What follows belongs to an exercise in optimizing a design on an open flow for small area; a production flow would make more cautious choices.
The RTL was checked by simulation tests, not by an equivalence proof against the original design.
The clock input has no modelled driver; a real chip could not lean on it and would need a root buffer or a full tree.
Power is estimated from default activity; no workload was simulated.

lane 1:
==> flow/design.v <==
module debouncing #(
    parameter integer THRESHOLD = 100
)(
    input  wire clk,
    input  wire reset,
    input  wire btn,
    output reg  transmit
);
    reg ff1, ff2;
    reg [6:0] cnt;
    function automatic h(input [5:0] x);
        h = ~(x[3] ^ (x[1] | (x[0] & x[2])));
    endfunction
    wire top    = &cnt;                  
    wire bottom = ~|cnt;                 
    wire f = (cnt[6] ^ h(cnt[5:0])) | top;
    wire g = (cnt[0] ^ h(cnt[6:1])) & ~bottom;
    always @(posedge clk) begin
        if (reset) begin
            ff1 <= 1'b0;
            ff2 <= 1'b0;
            cnt <= 7'd0;
            transmit <= 1'b0;
        end else begin
            ff1 <= btn;
            ff2 <= ff1;
            cnt <= ff2 ? {cnt[5:0], f} : {g, cnt[6:1]};
            transmit <= top;
        end
    end
endmodule
module transmitter #(
    parameter integer CLK_FREQ  = 1000000,
    parameter integer BAUD_RATE = 9600
)(
    input  wire        clk,
    input  wire        reset,
    input  wire [7:0]  data_in,
    input  wire        transmit,
    output wire        txd,
    output wire        tx_done,
    output wire        mem_we      
);
    localparam integer BAUD_COUNT = CLK_FREQ / BAUD_RATE;
    localparam [3:0] S_DONE = 4'd0, S_IDLE_WE = 4'd1, S_IDLE = 4'd2,
                     S_PRE_WE = 4'd5, S_PRE = 4'd6, S_START = 4'd7;
    reg [3:0] st;
    reg [6:0] baudcnt;
    reg [7:0] data;
    wire active  = st[3] | st[2];
    wire baud_end = ~baudcnt[6] & baudcnt[5] & ~baudcnt[4] & baudcnt[1] & ~baudcnt[0];    
    wire idle    = ~st[3] & ~st[2];
    always @(posedge clk) begin
        baudcnt <= (active & ~baud_end) ? {~baudcnt[5:0], baudcnt[0] ^ baudcnt[6]} : 7'd0;
        if (idle & transmit) data <= data_in;
    end
    always @(posedge clk) begin
        if (reset) begin
            st <= S_IDLE;
        end else begin
            if (idle) begin
                if (st == S_DONE) st <= transmit ? S_PRE_WE : S_IDLE_WE;
                else              st <= transmit ? S_PRE    : S_IDLE;
            end else if (st == S_PRE_WE || baud_end) begin
                st <= st + 4'd1;
            end
        end
    end
    assign txd     = st[3] ? data[st[2:0]] : (st != S_START);
    assign tx_done = (st == S_DONE);
    assign mem_we  = (st == S_IDLE_WE) | (st == S_PRE_WE);
endmodule
module receiver #(
    parameter integer CLK_FREQ   = 1000000,
    parameter integer BAUD_RATE  = 9600,
    parameter integer DIV_SAMPLE = 4
)(
    input  wire       clk,
    input  wire       rst,
    input  wire       rxd,
    output wire [7:0] rxddata,
    output wire       data_ready,
    output wire       mem_re       
);
    reg [4:0] baudcnt;
    wire tick = baudcnt[4] & baudcnt[2] & baudcnt[0];    
    always @(posedge clk) begin
        if (rst | tick) baudcnt <= 5'd0;
        else            baudcnt <= {~baudcnt[3:0], baudcnt[1] ^ baudcnt[4]};
    end
    reg [1:0] sc;
    reg [3:0] bc;
    reg [9:1] rxshift;
    wire idle   = bc[3] & bc[2];
    wire active = ~bc[3] | (~bc[2] & ~bc[1]);
    wire ready  = bc[3] & bc[1] & ~bc[0] & ~bc[2];
    wire re     = bc[3] & ~bc[2] & bc[1] & bc[0];
    wire sc_last   = sc[1] & ~sc[0];       
    wire sc_sample = ~sc[1] & sc[0];       
    assign rxddata = rxshift[8:1];
    always @(posedge clk) begin
        if (rst) begin
            sc <= 2'b00;
            bc <= 4'hF;
            rxshift <= 9'h1FF;
        end else begin
            if (tick & active) begin
                sc <= {sc[0], ~sc[1]};
                if (sc_sample) rxshift <= {rxd, rxshift[9:2]};
            end
            if (re)
                bc <= 4'hF;
            else if (ready | (tick & ((active & sc_last) | (idle & ~rxd))))
                bc <= bc + 4'd1;
        end
    end
    assign data_ready = ready;
    assign mem_re     = re;
endmodule
module shared_mem #(
    parameter integer WIDTH = 8
)(
    input  wire clk,
    input  wire we,
    input  wire [WIDTH-1:0] wdata,
    input  wire re,
    output reg  [WIDTH-1:0] rdata
);
    reg [WIDTH-1:0] last;
    always @(posedge clk) begin
        if (we) last <= wdata;
        if (re) rdata <= last;
    end
endmodule
module topmodule #(
    parameter integer CLK_FREQ = 1000000,
    parameter integer BAUD_RATE = 9600,
    parameter integer DB_THRES = 100
)(
    input  wire [7:0] data_in,
    input  wire clk,
    input  wire btn,
    input  wire reset,
    output wire txd,
    output wire [7:0] mem_out_data,
    output wire [3:0] mem_wr_addr,
    output wire tx_done_dbg,
    output wire rx_ready_dbg,
    output wire [7:0] rx_byte_dbg
);
    wire transmit_db;
    wire tx_done;
    wire rx_ready;
    wire mem_we, mem_re;
    reg [3:0] write_addr;
    debouncing #(.THRESHOLD(DB_THRES)) DB (
        .clk(clk), .reset(reset), .btn(btn), .transmit(transmit_db)
    );
    transmitter #(.CLK_FREQ(CLK_FREQ), .BAUD_RATE(BAUD_RATE)) TX (
        .clk(clk), .reset(reset), .data_in(data_in),
        .transmit(transmit_db), .txd(txd), .tx_done(tx_done), .mem_we(mem_we)
    );
    receiver #(.CLK_FREQ(CLK_FREQ), .BAUD_RATE(BAUD_RATE)) RX (
        .clk(clk), .rst(reset), .rxd(txd), .rxddata(rx_byte_dbg),
        .data_ready(rx_ready), .mem_re(mem_re)
    );
    shared_mem #(.WIDTH(8)) MEM (
        .clk(clk), .we(mem_we), .wdata(data_in), .re(mem_re), .rdata(mem_out_data)
    );
    always @(posedge clk) begin
        if (reset) write_addr <= 4'd0;
        else if (tx_done) write_addr <= write_addr + 4'd1;
    end
    assign mem_wr_addr = write_addr;
    assign tx_done_dbg = tx_done;
    assign rx_ready_dbg = rx_ready;
endmodule
clock: 10.0 ns
lec_check: 0
cap_margin: 20
core_margin: 2
core_utilization: 65
gpl_timing_driven: 0
slew_margin: 20
standard.sh (not shown) runs the stock make flow with config.mk's settings and CLKGATE_MAP_FILE= SYNTH_SCRIPT=/design/flow/synth_recipe.tcl, a recipe that flattens the netlist after the stock synthesis.
==> flow/flow/run.sh <==
#!/bin/bash
# Standard ORFS layout (bash standard.sh), with these changes:
#  - after the standard synthesis, the gates between the registers are
#    re-mapped by ABC for area (resyn.tcl, several ABC scripts, smallest kept); registers keep names and cells;
#  - gates downsized after floorplan (post_floorplan.tcl);
#  - buf_1 cells as the port buffers;
#  - TritonCTS's clock tree replaced by one level of clock buffers
#    (pre_cts.tcl).
# Each tool's output goes to its own log here and to ORFS's logs in orfs/logs.
set -euo pipefail
here=$(pwd)
export BUFFER_PORTS_ARGS="-buffer_cell sky130_fd_sc_hd__buf_1"
export PRE_CTS_TCL="$here/flow/pre_cts.tcl"
export POST_FLOORPLAN_TCL="$here/flow/post_floorplan.tcl"
export CLK_BUF_CELL="${CLK_BUF_CELL:-sky130_fd_sc_hd__clkbuf_8}"
export NCLK="${NCLK:-3}"
export CLK_SLEW_GUARD="${CLK_SLEW_GUARD:-0.122}"
bash standard.sh synth > synth.log 2>&1
res=$here/orfs/results/$FLOW_PLATFORM/topmodule/base
cp $res/1_2_yosys.v $here/standard_synth.v
YOSYS=yosys
[ -x "$FLOW_HOME/../tools/install/yosys/bin/yosys" ] && YOSYS="$FLOW_HOME/../tools/install/yosys/bin/yosys"
# Re-map with several ABC scripts and keep the smallest netlist.
mkdir -p $here/resyn
best=""; best_area=""
for abc in $here/flow/abc_*.abc; do
  name=$(basename $abc .abc)
  if RESYN_LIB=$FLOW_HOME/platforms/$FLOW_PLATFORM/lib/sky130_fd_sc_hd__tt_025C_1v80.lib \
     RESYN_IN=$here/standard_synth.v RESYN_OUT=$here/resyn/$name.v RESYN_ABC=$abc \
     $YOSYS -c $here/flow/resyn.tcl > $here/resyn/$name.log 2>&1; then
    area=$(grep -m1 "Chip area" $here/resyn/$name.v.stat | awk '{print $NF}')
    echo "$name $area" >> $here/resyn/areas.txt
    if [[ -z "$best" ]] || awk "BEGIN{exit !($area < $best_area)}"; then best=$name; best_area=$area; fi
  fi
done
echo "best $best $best_area" >> $here/resyn/areas.txt
if [[ -n "$best" ]]; then cp $here/resyn/$best.v $res/1_2_yosys.v; fi
bash standard.sh do-1_synth > synth_odb.log 2>&1
bash standard.sh > standard.log 2>&1
==> flow/flow/abc_amap2.abc <==
strash
dc2
dch -f
amap
strash
dch -f
amap
==> flow/flow/abc_amapm.abc <==
strash
dc2
dc2
dch -f
amap -m
==> flow/flow/abc_famap.abc <==
strash
fraig
dc2
dch -f
amap
==> flow/flow/pre_cts.tcl <==
# Replace TritonCTS's H-tree (9 buffers for ~70 sinks) with one level of
# clock buffers: the clock sinks are split into NCLK groups by position
# (halves in x, then halves in y; strips in x when NCLK is not a power of two) and each group gets its own buffer, placed
# at the group's centre and driven by the clock port.
set block [ord::get_db_block]
set dbu [$block getDbUnitsPerMicron]
set clk_net [$block findNet clk]
set sinks {}
foreach it [$clk_net getITerms] {
  set inst [$it getInst]
  set loc [$inst getLocation]
  lappend sinks [list [lindex $loc 0] [lindex $loc 1] "[$inst getName]/[[$it getMTerm] getName]"]
}
proc split_groups {groups axis} {
  set out {}
  foreach g $groups {
    set s [lsort -integer -index $axis $g]
    set h [expr {[llength $s] / 2}]
    lappend out [lrange $s 0 [expr {$h - 1}]] [lrange $s $h end]
  }
  return $out
}
set ng $::env(NCLK)
if {($ng & ($ng - 1)) == 0} {
  set groups [list $sinks]
  set axis 0
  while {[llength $groups] < $ng} {
    set groups [split_groups $groups $axis]
    set axis [expr {1 - $axis}]
  }
} else {
  # not a power of two: NCLK strips of equal sink count along x
  set s [lsort -integer -index 0 $sinks]
  set groups {}
  set n [llength $s]
  for {set k 0} {$k < $ng} {incr k} {
    lappend groups [lrange $s [expr {$k * $n / $ng}] [expr {($k + 1) * $n / $ng - 1}]]
  }
}
set i 0
foreach g $groups {
  set sx 0; set sy 0; set pins {}
  foreach s $g {
    set sx [expr {$sx + [lindex $s 0]}]
    set sy [expr {$sy + [lindex $s 1]}]
    lappend pins [get_pins [lindex $s 2]]
  }
  set n [llength $g]
  set cx [expr {double($sx) / $n / $dbu}]
  set cy [expr {double($sy) / $n / $dbu}]
  puts "clock group $i: $n sinks, buffer at $cx $cy"
  insert_buffer -buffer_cell $::env(CLK_BUF_CELL) -net clk -load_pins $pins \
    -location [list $cx $cy] -buffer_name clkbuf_$i -net_name clk_$i
  incr i
}
set_propagated_clock [all_clocks]
estimate_parasitics -placement
set guard $::env(CLK_SLEW_GUARD)
set sizes {sky130_fd_sc_hd__clkbuf_4 sky130_fd_sc_hd__clkbuf_8 sky130_fd_sc_hd__clkbuf_16}
set k 0
foreach bit [$clk_net getITerms] {
  set inst [$bit getInst]
  set onet ""
  foreach it [$inst getITerms] { if {[$it isOutputSignal]} { set onet [$it getNet] } }
  if {$onet eq "" || $onet eq "NULL"} { continue }
  while {1} {
    set worst 0.0
    foreach it [$onet getITerms] {
      if {[$it isInputSignal]} {
        set pin [get_pins "[[$it getInst] getName]/[[$it getMTerm] getName]"]
        foreach p {slew_max_rise slew_max_fall} {
          set sl [get_property $pin $p]
          if {$sl > $worst} { set worst $sl }
        }
      }
    }
    set cur [[$inst getMaster] getName]
    set idx [lsearch -exact $sizes $cur]
    puts "clock buffer [$inst getName]: $cur, estimated worst sink slew $worst"
    if {$worst <= $guard || $idx < 0 || $idx >= [llength $sizes] - 1} { break }
    $inst swapMaster [[ord::get_db] findMaster [lindex $sizes [expr {$idx + 1}]]]
    estimate_parasitics -placement
  }
  incr k
}
rename clock_tree_synthesis orig_clock_tree_synthesis
proc clock_tree_synthesis {args} { puts "clock_tree_synthesis skipped: clock buffers inserted by pre_cts.tcl" }
==> flow/flow/resyn.tcl <==
# Re-map the combinational logic of the standard synthesis netlist for area
# with the ABC script RESYN_ABC, writing RESYN_OUT.
# The registers (dfxtp/edfxtp instances) are kept as they are, with their
# names and cell types; only the gates between them are re-mapped by ABC.
yosys -import
set lib $::env(RESYN_LIB)
set net $::env(RESYN_IN)
read_liberty -ignore_miss_func $lib
read_verilog $net
hierarchy -top $::env(FLOW_TOP)
set seq {}
foreach c {dfxtp_1 dfxtp_2 dfxtp_4 edfxtp_1 dfrtp_1 dfstp_1 dfxbp_1 dfrbp_1 sdfxtp_1 dlxtp_1} { lappend seq sky130_fd_sc_hd__$c }
blackbox {*}$seq
flatten
opt_clean -purge
tee -o $::env(RESYN_OUT).before.stat stat -liberty $lib
abc -liberty $lib -dont_use sky130_fd_sc_hd__lpflow_* -dont_use sky130_fd_sc_hd__probe* -script $::env(RESYN_ABC)
opt_clean -purge
splitnets
opt_clean -purge
hilomap -singleton -hicell sky130_fd_sc_hd__conb_1 HI -locell sky130_fd_sc_hd__conb_1 LO
tee -o $::env(RESYN_OUT).stat stat -liberty $lib
write_verilog -noattr -nohex -nodec $::env(RESYN_OUT)
Other scripts of this flow, unchanged in this note and not shown: flow/flow/abc_amap.abc, flow/flow/abc_map.abc, flow/flow/abc_nf.abc, flow/flow/abc_nfa.abc, flow/flow/abc_syn2nf.abc, flow/flow/post_floorplan.tcl
Setup changes, lane 1 to lane 2
diff --git a/flow/flow/run.sh b/flow/flow/run.sh
--- a/flow/flow/run.sh
+++ b/flow/flow/run.sh
@@ -16,3 +16,2 @@
 export NCLK="${NCLK:-3}"
-export CLK_SLEW_GUARD="${CLK_SLEW_GUARD:-0.122}"
 bash standard.sh synth > synth.log 2>&1
diff --git a/flow/flow/pre_cts.tcl b/flow/flow/pre_cts.tcl
--- a/flow/flow/pre_cts.tcl
+++ b/flow/flow/pre_cts.tcl
@@ -55,32 +55,2 @@
 }
-set_propagated_clock [all_clocks]
-estimate_parasitics -placement
-set guard $::env(CLK_SLEW_GUARD)
-set sizes {sky130_fd_sc_hd__clkbuf_4 sky130_fd_sc_hd__clkbuf_8 sky130_fd_sc_hd__clkbuf_16}
-set k 0
-foreach bit [$clk_net getITerms] {
-  set inst [$bit getInst]
-  set onet ""
-  foreach it [$inst getITerms] { if {[$it isOutputSignal]} { set onet [$it getNet] } }
-  if {$onet eq "" || $onet eq "NULL"} { continue }
-  while {1} {
-    set worst 0.0
-    foreach it [$onet getITerms] {
-      if {[$it isInputSignal]} {
-        set pin [get_pins "[[$it getInst] getName]/[[$it getMTerm] getName]"]
-        foreach p {slew_max_rise slew_max_fall} {
-          set sl [get_property $pin $p]
-          if {$sl > $worst} { set worst $sl }
-        }
-      }
-    }
-    set cur [[$inst getMaster] getName]
-    set idx [lsearch -exact $sizes $cur]
-    puts "clock buffer [$inst getName]: $cur, estimated worst sink slew $worst"
-    if {$worst <= $guard || $idx < 0 || $idx >= [llength $sizes] - 1} { break }
-    $inst swapMaster [[ord::get_db] findMaster [lindex $sizes [expr {$idx + 1}]]]
-    estimate_parasitics -placement
-  }
-  incr k
-}
 rename clock_tree_synthesis orig_clock_tree_synthesis
diff --git a/flow/config.mk b/flow/config.mk
--- a/flow/config.mk
+++ b/flow/config.mk
@@ -9,3 +9,3 @@
 export CORE_MARGIN = 2
-export CORE_UTILIZATION = 65
+export CORE_UTILIZATION = 40
 export GPL_TIMING_DRIVEN = 0
## What came out
Net switching share of the total power (higher): lane 2. Between lane 2 and lane 1, the total sequential power figures differ only marginally. Diff lane 1 -> lane 2 | placed instance count | increase of about 9%. The via count reported for lane 2 is lower than the one for lane 1. Total power: lower on lane 2. Post-layout instance area (lane 2 over lane 1): increase, 0.43%. On lane 2: part of the total power dissipated in combinational logic is 0.2 points higher than what lane 1 gave. Lane 2 reports a lower core occupancy in the finished layout than lane 1 does.
[inputs] lane 3 vs lane 2
diff --git a/flow/flow/run.sh b/flow/flow/run.sh
--- a/flow/flow/run.sh
+++ b/flow/flow/run.sh
@@ -16,2 +16,3 @@
 export NCLK="${NCLK:-3}"
+export CLK_SLEW_GUARD="${CLK_SLEW_GUARD:-0.122}"
 bash standard.sh synth > synth.log 2>&1
diff --git a/flow/flow/pre_cts.tcl b/flow/flow/pre_cts.tcl
--- a/flow/flow/pre_cts.tcl
+++ b/flow/flow/pre_cts.tcl
@@ -55,2 +55,27 @@
 }
+set_propagated_clock [all_clocks]
+estimate_parasitics -placement
+set guard $::env(CLK_SLEW_GUARD)
+set sizes {sky130_fd_sc_hd__clkbuf_4 sky130_fd_sc_hd__clkbuf_8 sky130_fd_sc_hd__clkbuf_16}
+for {set k 0} {$k < $i} {incr k} {
+  set inst [$block findInst clkbuf_$k]
+  while {1} {
+    set worst 0.0
+    foreach it [[$block findNet clk_$k] getITerms] {
+      if {[$it isInputSignal] || [[$it getMTerm] getName] eq "CLK"} {
+        set pin [get_pins "[[$it getInst] getName]/[[$it getMTerm] getName]"]
+        foreach p {slew_max_rise slew_max_fall} {
+          set sl [get_property $pin $p]
+          if {$sl > $worst} { set worst $sl }
+        }
+      }
+    }
+    set cur [[$inst getMaster] getName]
+    set idx [lsearch -exact $sizes $cur]
+    puts "clock group $k: $cur, estimated worst sink slew $worst"
+    if {$worst <= $guard || $idx < 0 || $idx >= [llength $sizes] - 1} { break }
+    $inst swapMaster [[ord::get_db] findMaster [lindex $sizes [expr {$idx + 1}]]]
+    estimate_parasitics -placement
+  }
+}
 rename clock_tree_synthesis orig_clock_tree_synthesis
### Flow results
- The die span in y was comparable across lane 3 and lane 2.
- From lane 2 to lane 3, placed standard-cell area did not move at all.
- For lane 3, the flow was terminated by a tool error in 4_1_cts and produced no final design.
- Cell count after placement across lane 3 and lane 2: no real change.
- Summary of lane 3 over lane 2: area after synthesis roughly the same; weighted congestion reported at the end of routability-driven placement roughly the same; synthesized cell count roughly the same.
For lane 4, these inputs were changed with respect to lane 3:
diff --git a/flow/flow/run.sh b/flow/flow/run.sh
--- a/flow/flow/run.sh
+++ b/flow/flow/run.sh
@@ -15,4 +15,3 @@
 export CLK_BUF_CELL="${CLK_BUF_CELL:-sky130_fd_sc_hd__clkbuf_8}"
-export NCLK="${NCLK:-3}"
-export CLK_SLEW_GUARD="${CLK_SLEW_GUARD:-0.122}"
+export NCLK="${NCLK:-4}"
 bash standard.sh synth > synth.log 2>&1
==> flow/flow/pre_cts.tcl <==
# Replace TritonCTS's H-tree (9 buffers for ~70 sinks) with one level of
# clock buffers: the clock sinks are split into NCLK groups by position
# (halves in x, then halves in y) and each group gets its own buffer, placed
# at the group's centre and driven by the clock port.
set block [ord::get_db_block]
set dbu [$block getDbUnitsPerMicron]
set clk_net [$block findNet clk]
set sinks {}
foreach it [$clk_net getITerms] {
  set inst [$it getInst]
  set loc [$inst getLocation]
  lappend sinks [list [lindex $loc 0] [lindex $loc 1] "[$inst getName]/[[$it getMTerm] getName]"]
}
proc split_groups {groups axis} {
  set out {}
  foreach g $groups {
    set s [lsort -integer -index $axis $g]
    set h [expr {[llength $s] / 2}]
    lappend out [lrange $s 0 [expr {$h - 1}]] [lrange $s $h end]
  }
  return $out
}
set groups [list $sinks]
set ng $::env(NCLK)
set axis 0
while {[llength $groups] < $ng} {
  set groups [split_groups $groups $axis]
  set axis [expr {1 - $axis}]
}
set i 0
foreach g $groups {
  set sx 0; set sy 0; set pins {}
  foreach s $g {
    set sx [expr {$sx + [lindex $s 0]}]
    set sy [expr {$sy + [lindex $s 1]}]
    lappend pins [get_pins [lindex $s 2]]
  }
  set n [llength $g]
  set cx [expr {double($sx) / $n / $dbu}]
  set cy [expr {double($sy) / $n / $dbu}]
  puts "clock group $i: $n sinks, buffer at $cx $cy"
  insert_buffer -buffer_cell $::env(CLK_BUF_CELL) -net clk -load_pins $pins \
    -location [list $cx $cy] -buffer_name clkbuf_$i -net_name clk_$i
  incr i
}
rename clock_tree_synthesis orig_clock_tree_synthesis
proc clock_tree_synthesis {args} { puts "clock_tree_synthesis skipped: clock buffers inserted by pre_cts.tcl" }
diff --git a/flow/flow/resyn.tcl b/flow/flow/resyn.tcl
--- a/flow/flow/resyn.tcl
+++ b/flow/flow/resyn.tcl
@@ -21,2 +21,3 @@
 hilomap -singleton -hicell sky130_fd_sc_hd__conb_1 HI -locell sky130_fd_sc_hd__conb_1 LO
+insbuf -buf sky130_fd_sc_hd__buf_4 A X
 tee -o $::env(RESYN_OUT).stat stat -liberty $lib
diff --git a/flow/config.mk b/flow/config.mk
--- a/flow/config.mk
+++ b/flow/config.mk
@@ -10,3 +10,2 @@
 export CORE_UTILIZATION = 40
-export GPL_TIMING_DRIVEN = 0
 export SLEW_MARGIN = 20
removed: flow/flow/abc_amap2.abc
removed: flow/flow/abc_amapm.abc
removed: flow/flow/abc_famap.abc
- Lane 4: done, clean on timing, DRC and antenna
- Lane 4: post-synthesis net count is 4.3% higher than what lane 3 reported.
- Of lane 4 and lane 3, lane 3 shows the higher mean instance size in the synthesized netlist, with lane 4 below it.
- Synthesized instance count, lane 4 and lane 3: lower on lane 3
The following lists how lane 5 was set up differently from lane 4:
diff --git a/flow/flow/run.sh b/flow/flow/run.sh
--- a/flow/flow/run.sh
+++ b/flow/flow/run.sh
@@ -15,3 +15,4 @@
 export CLK_BUF_CELL="${CLK_BUF_CELL:-sky130_fd_sc_hd__clkbuf_8}"
-export NCLK="${NCLK:-4}"
+export NCLK="${NCLK:-3}"
+export CLK_SLEW_GUARD="${CLK_SLEW_GUARD:-0.122}"
 bash standard.sh synth > synth.log 2>&1
==> flow/flow/abc_amap2.abc (new file) <==
strash
dc2
dch -f
amap
strash
dch -f
amap
==> flow/flow/abc_amapm.abc (new file) <==
strash
dc2
dc2
dch -f
amap -m
==> flow/flow/abc_famap.abc (new file) <==
strash
fraig
dc2
dch -f
amap
diff --git a/flow/flow/pre_cts.tcl b/flow/flow/pre_cts.tcl
--- a/flow/flow/pre_cts.tcl
+++ b/flow/flow/pre_cts.tcl
@@ -2,3 +2,3 @@
 # clock buffers: the clock sinks are split into NCLK groups by position
-# (halves in x, then halves in y) and each group gets its own buffer, placed
+# (halves in x, then halves in y; strips in x when NCLK is not a power of two) and each group gets its own buffer, placed
 # at the group's centre and driven by the clock port.
@@ -22,8 +22,18 @@
 }
-set groups [list $sinks]
 set ng $::env(NCLK)
-set axis 0
-while {[llength $groups] < $ng} {
-  set groups [split_groups $groups $axis]
-  set axis [expr {1 - $axis}]
+if {($ng & ($ng - 1)) == 0} {
+  set groups [list $sinks]
+  set axis 0
+  while {[llength $groups] < $ng} {
+    set groups [split_groups $groups $axis]
+    set axis [expr {1 - $axis}]
+  }
+} else {
+  # not a power of two: NCLK strips of equal sink count along x
+  set s [lsort -integer -index 0 $sinks]
+  set groups {}
+  set n [llength $s]
+  for {set k 0} {$k < $ng} {incr k} {
+    lappend groups [lrange $s [expr {$k * $n / $ng}] [expr {($k + 1) * $n / $ng - 1}]]
+  }
 }
@@ -45,2 +55,32 @@
 }
+set_propagated_clock [all_clocks]
+estimate_parasitics -placement
+set guard $::env(CLK_SLEW_GUARD)
+set sizes {sky130_fd_sc_hd__clkbuf_4 sky130_fd_sc_hd__clkbuf_8 sky130_fd_sc_hd__clkbuf_16}
+set k 0
+foreach bit [$clk_net getITerms] {
+  set inst [$bit getInst]
+  set onet ""
+  foreach it [$inst getITerms] { if {[$it isOutputSignal]} { set onet [$it getNet] } }
+  if {$onet eq "" || $onet eq "NULL"} { continue }
+  while {1} {
+    set worst 0.0
+    foreach it [$onet getITerms] {
+      if {[$it isInputSignal]} {
+        set pin [get_pins "[[$it getInst] getName]/[[$it getMTerm] getName]"]
+        foreach p {slew_max_rise slew_max_fall} {
+          set sl [get_property $pin $p]
+          if {$sl > $worst} { set worst $sl }
+        }
+      }
+    }
+    set cur [[$inst getMaster] getName]
+    set idx [lsearch -exact $sizes $cur]
+    puts "clock buffer [$inst getName]: $cur, estimated worst sink slew $worst"
+    if {$worst <= $guard || $idx < 0 || $idx >= [llength $sizes] - 1} { break }
+    $inst swapMaster [[ord::get_db] findMaster [lindex $sizes [expr {$idx + 1}]]]
+    estimate_parasitics -placement
+  }
+  incr k
+}
 rename clock_tree_synthesis orig_clock_tree_synthesis
diff --git a/flow/flow/resyn.tcl b/flow/flow/resyn.tcl
--- a/flow/flow/resyn.tcl
+++ b/flow/flow/resyn.tcl
@@ -21,3 +21,2 @@
 hilomap -singleton -hicell sky130_fd_sc_hd__conb_1 HI -locell sky130_fd_sc_hd__conb_1 LO
-insbuf -buf sky130_fd_sc_hd__buf_4 A X
 tee -o $::env(RESYN_OUT).stat stat -liberty $lib
diff --git a/flow/config.mk b/flow/config.mk
--- a/flow/config.mk
+++ b/flow/config.mk
@@ -10,2 +10,3 @@
 export CORE_UTILIZATION = 40
+export GPL_TIMING_DRIVEN = 0
 export SLEW_MARGIN = 20
Findings:
Every run in the comparison, lane 5 and lane 4, completed the flow with a clean layout.
Cmp lane 5 vs lane 4: biggest fanout along the worst timing path lower in lane 5
Clock-pin slew reported for the worst setup and hold paths after clock tree synthesis across lane 5 and lane 4: no real change.
Between lane 5 and lane 4, the difference in fraction of standard cell area that is sequential is negligible.
Row final setup slack of the worst path: lane 5 lower / lane 4 higher
Lane 5 against lane 4; number of global-route vias before repair is up by a few percent.
As of lane 5, y dimension of the die had fallen slightly compared to lane 4.
In lane 5, floorplan row count is lower than in lane 4.
Lower delay contributed by the slowest stage of the critical path was reported by lane 4, not lane 5.
There was hardly any difference in combinational power between lane 4 and lane 5.
Going from lane 4 to lane 5, cell leakage power shrank by a few percent.
The clock cells of lane 1, lane 2, lane 4 and lane 5 come from the design's own scripts or RTL, not from TritonCTS.

-- separate check: timing with driven ports --
In the flow no input, the clock included, has a driving cell. The finished layouts below were timed again as built, in two steps. Step 1: set_driving_cell puts a clkbuf_16 on clk and a buf_2 on each other input, an assumption about the parent block. Step 2 also shifts input and output timing later by t, the mid clock arrival at the registers, as if the neighbouring blocks saw the same clock. Three values: ideal, step 1, step 2; two values: the first two.
run | shift t [ns] | setup slack, ns | hold slack, ns | worst setup path after step 2 | worst data-port slew with drivers (ns)
lane 1 | 0.207 | 6.092 / 6.043 / 6.115 | 0.397 / 0.397 / 0.397 | input to register | 0.04
lane 2 | 0.221 | 6.103 / 6.057 / 6.278 | 0.391 / 0.391 / 0.391 | register to output | 0.05
lane 4 | 0.211 | 6.266 / 6.212 / 6.423 | 0.387 / 0.387 / 0.387 | register to output | 0.03
lane 5 | 0.204 | 6.156 / 6.100 / 6.304 | 0.386 / 0.386 / 0.386 | register to output | 0.05
After both steps every run listed still meets setup and hold.
